This design comes from an exercise in tuning for small area on the open sky130 flow, not from production work.
Only simulation tests tie the RTL to the original design; equivalence was not proved.

==> 06-06: inputs <==
## core
module core(
    input clk, reset, flush,
    output [25:0] mem_addr,
    input [127:0] mem_rdata,
    output [25:0] mem_waddr,
    output [127:0] mem_wdata,
    output mem_we
);
    wire [31:0] instruction_to_decode;
    wire [31:0] PCnext_to_decode;
    wire [31:0] RegAdata_to_alu, RegBdata_to_alu;
    wire [31:0] lower_half_instruction_to_alu;
    wire WB_EN_TO_ALU, MEM_R_EN_TO_ALU, MEM_W_EN_TO_ALU, ALU_REG_DEST_TO_ALU;
    wire [31:0] PC_TO_ALU;
    wire [4:0] regD_reg_ALU, regD_imme_ALU;
    wire is_BRANCH_TO_ALU;
    wire [1:0] ALU_OP_TO_ALU;
    wire [5:0] FUNCTION_TO_ALU;
    wire [4:0] reg_s, reg_t;
    wire MEM_TO_REG_TO_ALU;
    wire [31:0] regDdata_to_mem, regBdata_to_mem;
    wire zero_to_mem;
    wire WB_EN_TO_MEM, MEM_R_EN_TO_MEM, MEM_W_EN_TO_MEM;
    wire [31:0] PC_TO_MEM;
    wire is_BRANCH_TO_MEM;
    wire MEM_TO_REG_TO_MEM;
    wire WB_EN_TO_WB;
    wire MEM_TO_REG_TO_WB;
    wire [31:0] alu_result_to_wb;
    wire [31:0] read_data_mem_to_wb;
    wire [31:0] write_data_to_reg;
    wire [4:0] destination_reg;
    wire RegW_en_to_decode;
    wire BRANCH_TO_FETCH;
    wire [31:0] PCNEXT_TO_FETCH;
    wire [4:0] regD_to_wb;
    wire [4:0] regD_to_mem;
    wire is_immediate;
    wire EN_REG_FETCH, EN_REG_DECODE, EN_REG_ALU, EN_REG_MEM;
    wire reqI_cache, read_ready_for_icache, write,written_data_ack;
    wire [127:0] data_to_cache,data_to_mem;
  ...
clock: 25.0 ns
lec_check: 0
cap_margin: 20
core_margin: 2
core_utilization: 50
cts_buf_list: sky130_fd_sc_hd__clkbuf_16
cts_cluster_diameter: 80
cts_cluster_size: 20
place_density: 0.6
slew_margin: 20
standard.sh (not shown) runs the stock make flow with config.mk's settings and CLKGATE_MAP_FILE= SYNTH_SCRIPT=/design/flow/synth_recipe.tcl, a recipe that flattens the netlist after the stock synthesis.
==> flow/flow/run.sh <==
#!/bin/bash
# The standard layout (the standard.sh, unchanged synthesis and steps),
# with two choices of how cells are picked:
#  - port buffers use the smallest buffer cell instead of a delay cell;
#  - clock tree synthesis inserts no dummy loads, with larger sink clusters
#    and 16x clock buffers.
# Every tool's output goes to the ORFS logs under orfs/logs; the make output
# as a whole is kept in flow_run.log.
set -o pipefail
export BUFFER_PORTS_ARGS="-buffer_cell sky130_fd_sc_hd__buf_1"
export CTS_ARGS="-sink_clustering_enable -repair_clock_nets -dont_use_dummy_load -buf_list sky130_fd_sc_hd__clkbuf_16 -sink_clustering_size 20 -sink_clustering_max_diameter 80"
bash standard.sh 2>&1 | tee flow_run.log
==> 11-04 (differences from 06-06) <==
--- a/flow/design.v
+++ b/flow/design.v
@@ -33,34 +33,52 @@
     input clk, reset, writeEn,
     input [31:0] regIn,
     output reg [31:0] regOut);
     always @ (posedge clk) begin
         if (reset == 1) regOut <= 0;
         else if (writeEn) regOut <= regIn;
     end
 endmodule  
+module ripple_add #(parameter W = 32) (
+    input [W-1:0] a, b,
+    input cin,
+    output [W-1:0] s,
+    output cout);
+    wire [W-1:0] p = a ^ b;
+    wire [W-1:0] g = a & b;
+    wire [W:0] c;
+    assign c[0] = cin;
+    genvar i;
+    for (i = 0; i < W; i = i + 1) begin : rc
+        assign c[i+1] = g[i] | (p[i] & c[i]);
+    end
+    assign s = p ^ c[W-1:0];
+    assign cout = c[W];
+endmodule
 module ALU(
     input [31:0] regA,regB,
     input [3:0] aluoperation,
     output reg [31:0] regD,
     output zero,lt,gt,
     output is_comp);
     wire sub = aluoperation == 4'b0110 || aluoperation == 4'b0111;
-    wire [32:0] sum = {1'b0, regA} + {1'b0, regB ^ {32{sub}}} + {32'b0, sub};
-    assign lt = !sum[32];
+    wire [31:0] sum;
+    wire carry;
+    ripple_add #(32) adder (.a(regA), .b(regB ^ {32{sub}}), .cin(sub), .s(sum), .cout(carry));
+    assign lt = !carry;
     assign gt = 1'b0;
     assign is_comp = aluoperation == 4'b1000;
     always @(*) begin
         case (aluoperation)
             4'b0000 : regD = regA | regB;  
             4'b0001 : regD = regA & regB;  
             4'b0100 : regD = regA ^ regB;  
             4'b0111 : regD = {31'b0, lt};  
-            default : regD = sum[31:0];    
+            default : regD = sum;          
         endcase
     end
     assign zero = regD == 32'd0;
 endmodule
 module alu_control (
     input [5:0] alu_function,
     input [1:0] alu_op,
     output reg [3:0] alu_control
@@ -144,18 +162,30 @@
         rawB = (regB == 5'd0) ? reg0 : 32'b0;
         for (i = 1; i < 32; i = i + 1) begin
             rawA = rawA | ({32{regA == i}} & regfile[i]);
             rawB = rawB | ({32{regB == i}} & regfile[i]);
         end
     end
     wire wA = (regA == 5'd0) ? 1'b1 : written[regA];
     wire wB = (regB == 5'd0) ? 1'b1 : written[regB];
-    assign regA_data = wA ? rawA : {23'b0, regA, 3'b0} + {25'b0, regA, 1'b0};
-    assign regB_data = wB ? rawB : {23'b0, regB, 3'b0} + {25'b0, regB, 1'b0};
+    function [8:0] times10 (input [4:0] r);
+        times10 = r * 9'd10;
+    endfunction
+    reg [8:0] initA, initB;
+    integer t;
+    always @(*) begin
+        initA = 9'd0; initB = 9'd0;
+        for (t = 0; t < 32; t = t + 1) begin
+            if (regA == t) initA = times10(t);
+            if (regB == t) initB = times10(t);
+        end
+    end
+    assign regA_data = wA ? rawA : {23'b0, initA};
+    assign regB_data = wB ? rawB : {23'b0, initB};
 endmodule
 module control (
     input clk,reset,
     input [31:0] instruction,
     input block_pipe_data_cache,
     input block_pipe_instr_cache,
     output reg ALU_REG_DEST,
     output reg is_branch,
@@ -424,17 +454,22 @@
     reg [2:0] count;
     assign exists_address = 1'b0;
     wire [2:0] cnt = flush ? 3'd0 : count;
     reg [3:0] vmask;
     reg [3:0] match;
     integer k;
     always @(*) begin
         for (k = 0; k < 4; k++) begin
-            vmask[k] = ((k - head) & 3) < cnt;
+            case (2'(k) - head)
+                2'd0: vmask[k] = cnt != 3'd0;
+                2'd1: vmask[k] = cnt[2] | cnt[1];
+                2'd2: vmask[k] = cnt[2] | (cnt[1] & cnt[0]);
+                default: vmask[k] = cnt[2];
+            endcase
             match[k] = vmask[k] && sbAddr[k] == address;
         end
     end
     wire any_match = |match;
     wire [31:0] match_data = ({32{match[0]}} & sbData[0]) | ({32{match[1]}} & sbData[1])
                            | ({32{match[2]}} & sbData[2]) | ({32{match[3]}} & sbData[3]);
     wire do_read = mem_read && !cache_ready_to_catch;
     wire do_write = mem_write && !cache_ready_to_catch;
@@ -567,24 +602,19 @@
             2'd0: word_rd = win[30:0];
             2'd1: word_rd = win[38:8];
             2'd2: word_rd = win[46:16];
             default: word_rd = win[54:24];
         endcase
     end
     wire [31:0] readdata_intern = {1'b0, word_rd};
     wire [158:0] sb_shift = {128'b0, data_to_write_from_SB[30:0]} << (addr_byte_SB*8);
-    reg [15:0] byte_en, bit7_en;
-    integer b;
-    always @(*) begin
-        for (b = 0; b < 16; b++) begin
-            byte_en[b] = (b >= addr_byte_SB) && (b <= addr_byte_SB + 3);
-            bit7_en[b] = (b >= addr_byte_SB) && (b < addr_byte_SB + 3);
-        end
-    end
+    wire [18:0] off_hot = {3'b0, 16'b1 << addr_byte_SB};
+    wire [15:0] byte_en = off_hot[15:0] | (off_hot[15:0] << 1) | (off_hot[15:0] << 2) | (off_hot[15:0] << 3);
+    wire [15:0] bit7_en = off_hot[15:0] | (off_hot[15:0] << 1) | (off_hot[15:0] << 2);
     wire [127:0] line_wr = fill ? data_from_mem : sb_shift[127:0];
     integer r, j;
     always @ (posedge clk) begin
         for (r = 0; r < 4; r++) begin
             for (j = 0; j < 128; j++) begin
                 if (!reset && ((fill && rowbit[r]) || (sbw && rowSBbit[r] && (j % 8 == 7 ? bit7_en[j/8] : byte_en[j/8]))))
                     dataCache[r][j] <= line_wr[j];
             end
@@ -637,42 +667,42 @@
     output reqI_mem,
     output reg reqI_q,
     output [25:0] reqAddrI_mem,
     output cache_hit);
     reg [123:0] dataCache [0:3];
     reg [25:0] dataTag [0:3];
     reg [3:0] dataValid;
     reg pending_req;
-    reg [31:0] readdata_q;
+    reg [30:0] readdata_q;
     wire [1:0] addr_word = address[3:2];
     wire [1:0] row = address[5:4];
     wire [25:0] addr_tag = address[31:6];
     assign reqAddrI_mem = address[29:4];
     wire [123:0] line_in = {data_from_mem[126:96], data_from_mem[94:64],
                             data_from_mem[62:32], data_from_mem[30:0]};
     wire fill = !reset && !flush && pending_req && read_ready_from_mem;
     wire p1 = pending_req && !flush && !read_ready_from_mem && !written_data_ack;
     wire [3:0] v1 = flush ? 4'b0 : dataValid;
     wire look = !reset && !p1 && mem_read;
     wire [123:0] line = dataCache[row];
     wire [30:0] word = line[addr_word*31 +: 31];
     wire hit = look && v1[row] && dataTag[row] == addr_tag;
     wire miss = look && !hit;
     assign cache_hit = hit;
-    assign readdata = reset ? 32'b0 : hit ? {1'b0, word} : flush ? 32'b0 : readdata_q;
+    assign readdata = reset ? 32'b0 : hit ? {1'b0, word} : flush ? 32'b0 : {1'b0, readdata_q};
     assign reqI_mem = reset ? 1'b0 : miss ? 1'b1 : (flush || fill) ? 1'b0 : reqI_q;
     always @ (posedge clk) begin
         if (fill) begin
             dataCache[row] <= line_in;
             dataTag[row] <= addr_tag;
         end
     end
     always @ (posedge clk) begin
-        readdata_q <= readdata;
+        readdata_q <= readdata[30:0];
         reqI_q <= reqI_mem;
         if (reset == 1'b1) begin
             pending_req <= 1'b0;
             dataValid <= 4'b0;
         end
         else begin
             dataValid <= fill ? (v1 | (4'b1 << row)) : v1;
             pending_req <= miss || p1;
@@ -733,19 +763,20 @@
                 data_req_to_mem <= arbitror ? reqAddrI_mem : reqAddrD_mem;
             write_to_mem <= do_write;
             written_data_ack <= do_write;
             read_ready_for_icache <= respond && arbitror;
             read_ready_for_dcache <= respond && !arbitror;
         end
     end
     always @ (posedge clk) begin
-        if (!reset && do_write) begin
+        if (reset)
+            where_to_write <= 2'b0;
+        else if (do_write)
             where_to_write <= reqAddrD_write_mem[5:4];
-        end
     end
     always @ (*) data_to_cache = mem_rdata;
 endmodule  
 module fetch_stage(
     input [31:0] PCbranch,
     input clk,reset,writePCEn,flush,
     input BRANCH, 
     input EN_REG,
@@ -763,17 +794,20 @@
     wire cache_hit;
     int count_ready_next_inst;
     mux2Data muxSelectPC(
         .select(BRANCH),
         .a(PC_internal_plus_4),
         .b(PCbranch),
         .y(PC_address_to_PC)
     );
-    assign PC_internal_plus_4 = PC_INTERNAL +4;
+    wire [31:2] PC_inc;
+    wire PC_inc_carry;
+    ripple_add #(30) pc_inc (.a(PC_INTERNAL[31:2]), .b(30'b0), .cin(1'b1), .s(PC_inc), .cout(PC_inc_carry));
+    assign PC_internal_plus_4 = {PC_inc, 2'b00};
     instr_cache instr_cache(
         .clk(clk),
         .reset(reset),
         .flush(flush), 
         .mem_read(mem_read_q),
         .address(PC_INTERNAL), 
         .readdata(instruction_internal),
         .data_from_mem(instr_from_mem),
@@ -992,17 +1026,20 @@
     wire [4:0] regD_internal;
     wire [1:0] selMuxRegA, selMuxRegB;
     wire lt,gt;
     wire [3:0] alu_control_int;
     wire [31:0] PC_NEXT_INTERNAL;
     wire [5:0] FUNCTION_TO_ALU;
     assign immediate = lower_half_instruction;
     assign FUNCTION_TO_ALU = lower_half_instruction [5:0];
-    assign PC_NEXT_INTERNAL = {PCNEXT_init[31:2] + lower_half_instruction[29:0], 2'b00};
+    wire [31:2] PC_target;
+    wire PC_target_carry;
+    ripple_add #(30) pc_add (.a(PCNEXT_init[31:2]), .b(lower_half_instruction[29:0]), .cin(1'b0), .s(PC_target), .cout(PC_target_carry));
+    assign PC_NEXT_INTERNAL = {PC_target, 2'b00};
     assign unused_data = 32'h0000;
     alu_control alu_controller(
         .alu_function(FUNCTION_TO_ALU),
         .alu_op(ALU_OP),
         .alu_control(alu_control_int)
     );
     forwarding_unit forward_logic(
         .RegW_en_mem(RegW_en_mem),
CORE_UTILIZATION = 62   (was 50)
PLACE_DENSITY = 0.7   (was 0.6)
==> 08-11 (differences from 06-06) <==
--- a/flow/design.v
+++ b/flow/design.v
@@ -33,34 +33,52 @@
     input clk, reset, writeEn,
     input [31:0] regIn,
     output reg [31:0] regOut);
     always @ (posedge clk) begin
         if (reset == 1) regOut <= 0;
         else if (writeEn) regOut <= regIn;
     end
 endmodule  
+module ripple_add #(parameter W = 32) (
+    input [W-1:0] a, b,
+    input cin,
+    output [W-1:0] s,
+    output cout);
+    wire [W-1:0] p = a ^ b;
+    wire [W-1:0] g = a & b;
+    wire [W:0] c;
+    assign c[0] = cin;
+    genvar i;
+    for (i = 0; i < W; i = i + 1) begin : rc
+        assign c[i+1] = g[i] | (p[i] & c[i]);
+    end
+    assign s = p ^ c[W-1:0];
+    assign cout = c[W];
+endmodule
 module ALU(
     input [31:0] regA,regB,
     input [3:0] aluoperation,
     output reg [31:0] regD,
     output zero,lt,gt,
     output is_comp);
     wire sub = aluoperation == 4'b0110 || aluoperation == 4'b0111;
-    wire [32:0] sum = {1'b0, regA} + {1'b0, regB ^ {32{sub}}} + {32'b0, sub};
-    assign lt = !sum[32];
+    wire [31:0] sum;
+    wire carry;
+    ripple_add #(32) adder (.a(regA), .b(regB ^ {32{sub}}), .cin(sub), .s(sum), .cout(carry));
+    assign lt = !carry;
     assign gt = 1'b0;
     assign is_comp = aluoperation == 4'b1000;
     always @(*) begin
         case (aluoperation)
             4'b0000 : regD = regA | regB;  
             4'b0001 : regD = regA & regB;  
             4'b0100 : regD = regA ^ regB;  
             4'b0111 : regD = {31'b0, lt};  
-            default : regD = sum[31:0];    
+            default : regD = sum;          
         endcase
     end
     assign zero = regD == 32'd0;
 endmodule
 module alu_control (
     input [5:0] alu_function,
     input [1:0] alu_op,
     output reg [3:0] alu_control
@@ -144,18 +162,30 @@
         rawB = (regB == 5'd0) ? reg0 : 32'b0;
         for (i = 1; i < 32; i = i + 1) begin
             rawA = rawA | ({32{regA == i}} & regfile[i]);
             rawB = rawB | ({32{regB == i}} & regfile[i]);
         end
     end
     wire wA = (regA == 5'd0) ? 1'b1 : written[regA];
     wire wB = (regB == 5'd0) ? 1'b1 : written[regB];
-    assign regA_data = wA ? rawA : {23'b0, regA, 3'b0} + {25'b0, regA, 1'b0};
-    assign regB_data = wB ? rawB : {23'b0, regB, 3'b0} + {25'b0, regB, 1'b0};
+    function [8:0] times10 (input [4:0] r);
+        times10 = r * 9'd10;
+    endfunction
+    reg [8:0] initA, initB;
+    integer t;
+    always @(*) begin
+        initA = 9'd0; initB = 9'd0;
+        for (t = 0; t < 32; t = t + 1) begin
+            if (regA == t) initA = times10(t);
+            if (regB == t) initB = times10(t);
+        end
+    end
+    assign regA_data = wA ? rawA : {23'b0, initA};
+    assign regB_data = wB ? rawB : {23'b0, initB};
 endmodule
 module control (
     input clk,reset,
     input [31:0] instruction,
     input block_pipe_data_cache,
     input block_pipe_instr_cache,
     output reg ALU_REG_DEST,
     output reg is_branch,
@@ -424,17 +454,22 @@
     reg [2:0] count;
     assign exists_address = 1'b0;
     wire [2:0] cnt = flush ? 3'd0 : count;
     reg [3:0] vmask;
     reg [3:0] match;
     integer k;
     always @(*) begin
         for (k = 0; k < 4; k++) begin
-            vmask[k] = ((k - head) & 3) < cnt;
+            case (2'(k) - head)
+                2'd0: vmask[k] = cnt != 3'd0;
+                2'd1: vmask[k] = cnt[2] | cnt[1];
+                2'd2: vmask[k] = cnt[2] | (cnt[1] & cnt[0]);
+                default: vmask[k] = cnt[2];
+            endcase
             match[k] = vmask[k] && sbAddr[k] == address;
         end
     end
     wire any_match = |match;
     wire [31:0] match_data = ({32{match[0]}} & sbData[0]) | ({32{match[1]}} & sbData[1])
                            | ({32{match[2]}} & sbData[2]) | ({32{match[3]}} & sbData[3]);
     wire do_read = mem_read && !cache_ready_to_catch;
     wire do_write = mem_write && !cache_ready_to_catch;
@@ -567,24 +602,19 @@
             2'd0: word_rd = win[30:0];
             2'd1: word_rd = win[38:8];
             2'd2: word_rd = win[46:16];
             default: word_rd = win[54:24];
         endcase
     end
     wire [31:0] readdata_intern = {1'b0, word_rd};
     wire [158:0] sb_shift = {128'b0, data_to_write_from_SB[30:0]} << (addr_byte_SB*8);
-    reg [15:0] byte_en, bit7_en;
-    integer b;
-    always @(*) begin
-        for (b = 0; b < 16; b++) begin
-            byte_en[b] = (b >= addr_byte_SB) && (b <= addr_byte_SB + 3);
-            bit7_en[b] = (b >= addr_byte_SB) && (b < addr_byte_SB + 3);
-        end
-    end
+    wire [18:0] off_hot = {3'b0, 16'b1 << addr_byte_SB};
+    wire [15:0] byte_en = off_hot[15:0] | (off_hot[15:0] << 1) | (off_hot[15:0] << 2) | (off_hot[15:0] << 3);
+    wire [15:0] bit7_en = off_hot[15:0] | (off_hot[15:0] << 1) | (off_hot[15:0] << 2);
     wire [127:0] line_wr = fill ? data_from_mem : sb_shift[127:0];
     integer r, j;
     always @ (posedge clk) begin
         for (r = 0; r < 4; r++) begin
             for (j = 0; j < 128; j++) begin
                 if (!reset && ((fill && rowbit[r]) || (sbw && rowSBbit[r] && (j % 8 == 7 ? bit7_en[j/8] : byte_en[j/8]))))
                     dataCache[r][j] <= line_wr[j];
             end
@@ -637,42 +667,48 @@
     output reqI_mem,
     output reg reqI_q,
     output [25:0] reqAddrI_mem,
     output cache_hit);
     reg [123:0] dataCache [0:3];
     reg [25:0] dataTag [0:3];
     reg [3:0] dataValid;
     reg pending_req;
-    reg [31:0] readdata_q;
+    reg [30:0] readdata_q;
     wire [1:0] addr_word = address[3:2];
     wire [1:0] row = address[5:4];
     wire [25:0] addr_tag = address[31:6];
     assign reqAddrI_mem = address[29:4];
     wire [123:0] line_in = {data_from_mem[126:96], data_from_mem[94:64],
                             data_from_mem[62:32], data_from_mem[30:0]};
     wire fill = !reset && !flush && pending_req && read_ready_from_mem;
     wire p1 = pending_req && !flush && !read_ready_from_mem && !written_data_ack;
     wire [3:0] v1 = flush ? 4'b0 : dataValid;
     wire look = !reset && !p1 && mem_read;
-    wire [123:0] line = dataCache[row];
-    wire [30:0] word = line[addr_word*31 +: 31];
+    reg [30:0] word;
+    integer wr, ww;
+    always @(*) begin
+        word = 31'b0;
+        for (wr = 0; wr < 4; wr = wr + 1)
+            for (ww = 0; ww < 4; ww = ww + 1)
+                word = word | ({31{row == wr && addr_word == ww}} & dataCache[wr][ww*31 +: 31]);
+    end
     wire hit = look && v1[row] && dataTag[row] == addr_tag;
     wire miss = look && !hit;
     assign cache_hit = hit;
-    assign readdata = reset ? 32'b0 : hit ? {1'b0, word} : flush ? 32'b0 : readdata_q;
+    assign readdata = reset ? 32'b0 : hit ? {1'b0, word} : flush ? 32'b0 : {1'b0, readdata_q};
     assign reqI_mem = reset ? 1'b0 : miss ? 1'b1 : (flush || fill) ? 1'b0 : reqI_q;
     always @ (posedge clk) begin
         if (fill) begin
             dataCache[row] <= line_in;
             dataTag[row] <= addr_tag;
         end
     end
     always @ (posedge clk) begin
-        readdata_q <= readdata;
+        readdata_q <= readdata[30:0];
         reqI_q <= reqI_mem;
         if (reset == 1'b1) begin
             pending_req <= 1'b0;
             dataValid <= 4'b0;
         end
         else begin
             dataValid <= fill ? (v1 | (4'b1 << row)) : v1;
             pending_req <= miss || p1;
@@ -733,19 +769,20 @@
                 data_req_to_mem <= arbitror ? reqAddrI_mem : reqAddrD_mem;
             write_to_mem <= do_write;
             written_data_ack <= do_write;
             read_ready_for_icache <= respond && arbitror;
             read_ready_for_dcache <= respond && !arbitror;
         end
     end
     always @ (posedge clk) begin
-        if (!reset && do_write) begin
+        if (reset)
+            where_to_write <= 2'b0;
+        else if (do_write)
             where_to_write <= reqAddrD_write_mem[5:4];
-        end
     end
     always @ (*) data_to_cache = mem_rdata;
 endmodule  
 module fetch_stage(
     input [31:0] PCbranch,
     input clk,reset,writePCEn,flush,
     input BRANCH, 
     input EN_REG,
@@ -763,17 +800,20 @@
     wire cache_hit;
     int count_ready_next_inst;
     mux2Data muxSelectPC(
         .select(BRANCH),
         .a(PC_internal_plus_4),
         .b(PCbranch),
         .y(PC_address_to_PC)
     );
-    assign PC_internal_plus_4 = PC_INTERNAL +4;
+    wire [31:2] PC_inc;
+    wire PC_inc_carry;
+    ripple_add #(30) pc_inc (.a(PC_INTERNAL[31:2]), .b(30'b0), .cin(1'b1), .s(PC_inc), .cout(PC_inc_carry));
+    assign PC_internal_plus_4 = {PC_inc, 2'b00};
     instr_cache instr_cache(
         .clk(clk),
         .reset(reset),
         .flush(flush), 
         .mem_read(mem_read_q),
         .address(PC_INTERNAL), 
         .readdata(instruction_internal),
         .data_from_mem(instr_from_mem),
@@ -992,17 +1032,20 @@
     wire [4:0] regD_internal;
     wire [1:0] selMuxRegA, selMuxRegB;
     wire lt,gt;
     wire [3:0] alu_control_int;
     wire [31:0] PC_NEXT_INTERNAL;
     wire [5:0] FUNCTION_TO_ALU;
     assign immediate = lower_half_instruction;
     assign FUNCTION_TO_ALU = lower_half_instruction [5:0];
-    assign PC_NEXT_INTERNAL = {PCNEXT_init[31:2] + lower_half_instruction[29:0], 2'b00};
+    wire [31:2] PC_target;
+    wire PC_target_carry;
+    ripple_add #(30) pc_add (.a(PCNEXT_init[31:2]), .b(lower_half_instruction[29:0]), .cin(1'b0), .s(PC_target), .cout(PC_target_carry));
+    assign PC_NEXT_INTERNAL = {PC_target, 2'b00};
     assign unused_data = 32'h0000;
     alu_control alu_controller(
         .alu_function(FUNCTION_TO_ALU),
         .alu_op(ALU_OP),
         .alu_control(alu_control_int)
     );
     forwarding_unit forward_logic(
         .RegW_en_mem(RegW_en_mem),
==> flow/flow/run.sh (replaced) <==
#!/bin/bash
# The standard layout (the standard.sh, unchanged synthesis and steps),
# with two choices of how cells are picked:
#  - port buffers use the smallest buffer cell instead of a delay cell;
#  - clock tree synthesis inserts no dummy loads, with larger sink clusters
#    and 16x clock buffers.
# Every tool's output goes to the ORFS logs under orfs/logs; the make output
# as a whole is kept in flow_run.log.
set -o pipefail
export BUFFER_PORTS_ARGS="-buffer_cell sky130_fd_sc_hd__buf_1"
export CTS_ARGS="-sink_clustering_enable -repair_clock_nets -dont_use_dummy_load -buf_list sky130_fd_sc_hd__clkbuf_16 -sink_clustering_size 25 -sink_clustering_max_diameter 90"
bash standard.sh 2>&1 | tee flow_run.log
CORE_UTILIZATION = 62   (was 50)
PLACE_DENSITY = 0.7   (was 0.6)
==> qor summary <==
item	08-11	11-04	06-06
Critical R2R Capture	alu_state.zero$_SDFFE_PP0N_	alu_state.zero$_SDFFE_PP0N_	decode_state.RegBdata[6]$_SDFFE_PP0N_
Largest net degree at the start of global routing	183	151	140
Dpl cells	13248	13042	14041
Multi-input combinational gate total	6316	6112	6322
Part of the cycle the worst path needs	67.1%	69.3%	49.2%
Fmax achieved	59.6 MHz	57.8 MHz	81.4 MHz
Run status	complete, no violations	complete, no violations	complete, no violations
Worst Reg2Reg Path Length in Cells	49	50	21
Count of plain and timing-repair buffers	580	580	615
Post-synthesis sequential area ratio	65.3%	64.7%	64.5%
Wire length on met2	210000 µm	209000 µm	229000 µm
Maximum fanout along the worst path	47	38	37
Largest clock skew in the final design	0.0768 ns	0.101 ns	0.0745 ns

[what the ideal ports hide]
Ports are ideal in the flow. The routed layouts listed here were re-timed in OpenROAD. Step 1, drivers: a clkbuf_16 drives clk and a buf_2 each remaining input, both assumed. Step 2, shift: input delay + t, output delay - t, t = (earliest + latest rising clock arrival at the registers) / 2. This alone moves slack from input paths to output paths. Three values: ideal, step 1, step 2; two values: the first two.
| run | shift t [ns] | setup WS [ns] | latest minus earliest clock arrival (ns) | worst data-port slew with drivers (ns) |
|---|---|---|---|---|
| 06-06 | 1.012 | 12.710 / 12.782 / 11.770 | 0.081 / 0.081 | 0.26 |
| 11-04 | 0.964 | 7.686 / 7.686 / 7.686 | 0.101 / 0.101 | 0.20 |
| 08-11 | 0.959 | 8.235 / 8.235 / 8.235 | 0.083 / 0.083 | 0.15 |
After both steps every run listed still meets setup and hold. The setup slack of 06-06, which loses most, moves by +0.072 ns with the drivers and by -0.940 ns with both steps.
